Context: an optimization exercise on an open-source flow, tuned for small area. The choices shown serve that exercise and are no tape-out recipe.
The RTL was checked by simulation tests, not by an equivalence proof against the original design.
Power figures rest on the tool's default switching activity, not on a simulated workload.

// top_module
module top_module (
    input clk,
    input rst,
    input en,
    input init,
    input [127:0] in_data,
    output [6:0] seven_seg,
    output [7:0] com
);
For scale: ~740 cells after synthesis, ~150 I/O pins, about 6800 µm² of cells after synthesis.
==> module top_module, before the edit <==
module top_module (
    input clk,
    input rst,
    input en,
    input init,
    input [127:0] in_data,
    output [6:0] seven_seg,
    output [7:0] com
);
    reg [1:0] state;
    reg [2:0] cnt;
    reg       m, qv;
    reg [7:0] dr, q0;
    wire [1:0] state_n;
    wire [2:0] cnt_n;
    wire m_n, qv_n, write;
    wire [7:0] dot_r;
    dot8 u_dot (.x(in_data[63:0]), .w(in_data[127:64]), .r(dot_r));
    ctl u_ctl (.state(state), .cnt(cnt), .m(m), .qv(qv), .en(en), .init(init),
               .rst(rst), .dr(dr), .q0(q0), .state_n(state_n), .cnt_n(cnt_n),
               .m_n(m_n), .qv_n(qv_n), .write(write), .seg(seven_seg), .com(com));
    always @(posedge clk)
        state <= state_n;
    always @(posedge clk or posedge rst) begin
        if (rst) begin
            cnt <= 3'd0;
            m   <= 1'b0;
            qv  <= 1'b0;
        end else begin
            cnt <= cnt_n;
            m   <= m_n;
            qv  <= qv_n;
        end
    end
    always @(posedge clk) begin
        if (write) begin
            dr <= dot_r;
            q0 <= in_data[7:0];
        end
    end
endmodule
export LEC_CHECK = 0
export CAP_MARGIN = 20
export CORE_MARGIN = 2
export CORE_UTILIZATION = 60
export CTS_BUF_LIST = sky130_fd_sc_hd__clkbuf_8
export SLEW_MARGIN = 20
export SYNTH_HIERARCHICAL = 1
export SYNTH_MINIMUM_KEEP_SIZE = 0
create_clock -name core_clock -period 18.0 [get_ports {clk}]
standard.sh (not shown) runs the stock make flow with config.mk's settings and CLKGATE_MAP_FILE= SYNTH_SCRIPT=/design/flow/synth_recipe.tcl, a recipe that flattens the netlist after the stock synthesis.
==> flow/flow/run.sh <==
#!/bin/bash
# Standard layout, with the port buffers made of the smallest buffer cell.
set -e
cp standard.sh standard_sh.log
export BUFFER_PORTS_ARGS="-buffer_cell sky130_fd_sc_hd__buf_1"
bash standard.sh > standard.log 2>&1
Rerun with:
--- a/flow/design.v
+++ b/flow/design.v
@@ -921,13 +921,14 @@
     reg [1:0] state;
     reg [2:0] cnt;
     reg       m, qv;
     reg [7:0] dr, q0;
     wire [1:0] state_n;
     wire [2:0] cnt_n;
-    wire m_n, qv_n, write;
+    wire m_n, qv_n, write, write_n;
+    wire [7:0] dr_d, q0_d;
     wire [7:0] dot_r;
     dot8 u_dot (.x(in_data[63:0]), .w(in_data[127:64]), .r(dot_r));
     ctl u_ctl (.state(state), .cnt(cnt), .m(m), .qv(qv), .en(en), .init(init),
                .rst(rst), .dr(dr), .q0(q0), .state_n(state_n), .cnt_n(cnt_n),
                .m_n(m_n), .qv_n(qv_n), .write(write), .seg(seven_seg), .com(com));
     always @(posedge clk)
@@ -940,13 +941,19 @@
         end else begin
             cnt <= cnt_n;
             m   <= m_n;
             qv  <= qv_n;
         end
     end
-    always @(posedge clk) begin
-        if (write) begin
-            dr <= dot_r;
-            q0 <= in_data[7:0];
+    g_inv u_wn (.A(write), .Y(write_n));
+    genvar k;
+    generate
+        for (k = 0; k < 8; k = k + 1) begin : hold
+            g_a22o u_dr (.A1(write), .A2(dot_r[k]), .B1(write_n), .B2(dr[k]), .X(dr_d[k]));
+            g_a22o u_q0 (.A1(write), .A2(in_data[k]), .B1(write_n), .B2(q0[k]), .X(q0_d[k]));
         end
+    endgenerate
+    always @(posedge clk) begin
+        dr <= dr_d;
+        q0 <= q0_d;
     end
 endmodule
Result: Count of clock-buffer cells in the layout is unchanged; non-clock buffer count does not change; clock power rises by about 4%; fmax rises by 1.3%; routed wire length came out higher by 2.4%; cell area barely changes; synthesized area barely changes; worst setup slack improves by 0.11 ns; die area stays flat; total power goes down by 0.49%; global-route usage grows by 0.91 points; via count climbs by about 2.8%; core utilization came out higher by 0.15 points; sequential power goes down by about 50%.

--- another note on this design; it stands on its own ---

## build 10
==> flow/design.v (excerpt) <==
module top_module (
    input clk,
    input rst,
    input en,
    input init,
    input [127:0] in_data,
    output [6:0] seven_seg,
    output [7:0] com
);
Size: roughly 770 cells after synthesis, ~23 flip-flops, about 150 I/O pins, about 0.0069 sq mm of cells after synthesis.
==> flow/config.mk <==
export PLATFORM = sky130hd
export DESIGN_NAME = top_module
export DESIGN_NICKNAME = top_module
export VERILOG_FILES = /design/flow/design.v
export SDC_FILE = /design/flow/constraint.sdc
export NUM_CORES = 4
export LEC_CHECK = 0
export CAP_MARGIN = 20
export CORE_MARGIN = 2
export CORE_UTILIZATION = 60
export CTS_BUF_LIST = sky130_fd_sc_hd__clkbuf_4 sky130_fd_sc_hd__clkbuf_8
export SLEW_MARGIN = 20
export SYNTH_HIERARCHICAL = 1
export SYNTH_MINIMUM_KEEP_SIZE = 0
==> flow/constraint.sdc <==
create_clock -name core_clock -period 18.0 [get_ports {clk}]
set_input_delay 3.6000 -clock core_clock [delete_from_list [all_inputs] [get_ports {clk}]]
set_output_delay 3.6000 -clock core_clock [all_outputs]
set_load 0.01 [all_outputs]
standard.sh (not shown) runs the stock make flow with config.mk's settings and CLKGATE_MAP_FILE= SYNTH_SCRIPT=/design/flow/synth_recipe.tcl, a recipe that flattens the netlist after the stock synthesis.
==> flow/flow/run.sh <==
#!/bin/bash
# Standard layout, with the port buffers made of the smallest buffer cell.
set -e
cp standard.sh standard_sh.log
export BUFFER_PORTS_ARGS="-buffer_cell sky130_fd_sc_hd__buf_1"
bash standard.sh > standard.log 2>&1
Build 10 finished every step from synthesis to the final layout, and the layout passed the timing, design-rule and antenna checks.
--- input diff build 10..build 33 ---
- CTS_BUF_LIST removed (was sky130_fd_sc_hd__clkbuf_4 sky130_fd_sc_hd__clkbuf_8)
- CORE_UTILIZATION changed from 60 to 40
## What came out
Build 33 went all the way through synthesis, placement and routing and the layout is clean on timing, DRC and antenna. Relative to build 10, the wire length reported by the detailed router of build 33 is lower by about 2.7%. Max setup slack of the worst register-to-register path across build 10 and build 33: build 33. On build 33: total power is 0.026 mW lower than what build 10 gave.
diff inputs: build 33 => build 81
- changing CORE_UTILIZATION from 40 to 60
- setting CTS_BUF_LIST to sky130_fd_sc_hd__clkbuf_8 for the first time
==> comparison <==
Taking build 33 as the reference, in build 81 routed length on met2 +3.3%, final total power +1.9%. Compared with build 33, build 81 shows final core area utilization higher by 22 points.
Changes in build 73 relative to build 81:
- removing CTS_BUF_LIST (formerly sky130_fd_sc_hd__clkbuf_8)
- changing CORE_UTILIZATION from 60 to 40
==> flow/run.sh (new file) <==
#!/bin/bash
# synth_recipe.tcl (not shown) runs the flow's synth.tcl, then flattens the netlist and writes it again
# the make line also repeats each setting of config.mk as NAME=value (left out here)
make -C /OpenROAD-flow-scripts/flow DESIGN_CONFIG=/design/flow/config.mk WORK_HOME=/design/flow/orfs CLKGATE_MAP_FILE= SYNTH_SCRIPT=/design/flow/synth_recipe.tcl finish
removed: flow/flow/run.sh
removed: flow/standard.sh
--- outcome ---
- Total length of routed wires: build 81 vs build 73, no meaningful difference
- Build 73 reports its slowest cell on the critical path as sky130_fd_sc_hd__clkdlybuf4s50_1 while build 81 reports sky130_fd_sc_hd__nor2_1.
- Higher number of global-route vias before repair among build 81 and build 73: build 81
- Worst hold margin: higher on build 81
- Build 81 ended up with seven_seg[6] as its endpoint of the worst setup timing path; build 73 ended up with dr[7]$_DFFE_PP_.

[re-timing with driven ports]
The results above use ideal ports. As a check the final layouts listed here were re-extracted and re-timed, cells and wires unchanged. Step 1: set_driving_cell puts a clkbuf_16 on clk and a buf_2 on each other input, an assumption about the parent block. Step 2 adds t to the input delays and takes it off the output delays; t is the mean of the earliest and latest rising clock arrival at the registers after step 1. Input paths then give back, and output paths get back, about the clock's delay inside the block. Slacks: ideal / step 1 / step 2; pairs: ideal / step 1.
run	t, ns	setup WS [ns]	worst slew at a driven data input, ns
the first run of note 1	0.287	9.456 / 9.457 / 9.169	0.04
the second run of note 1	0.296	9.567 / 9.567 / 9.271	0.04
build 10	0.301	9.390 / 9.360 / 9.292	0.05
build 33	0.287	9.593 / 9.598 / 9.311	0.06
build 81	0.301	9.390 / 9.360 / 9.292	0.05
build 73	0.284	9.248 / 9.253 / 8.969	0.05
After both steps setup and hold are still met in every run listed. The setup slack of the second run of note 1, which loses most, moves by 0.000 ns with the drivers and by -0.296 ns with both steps.
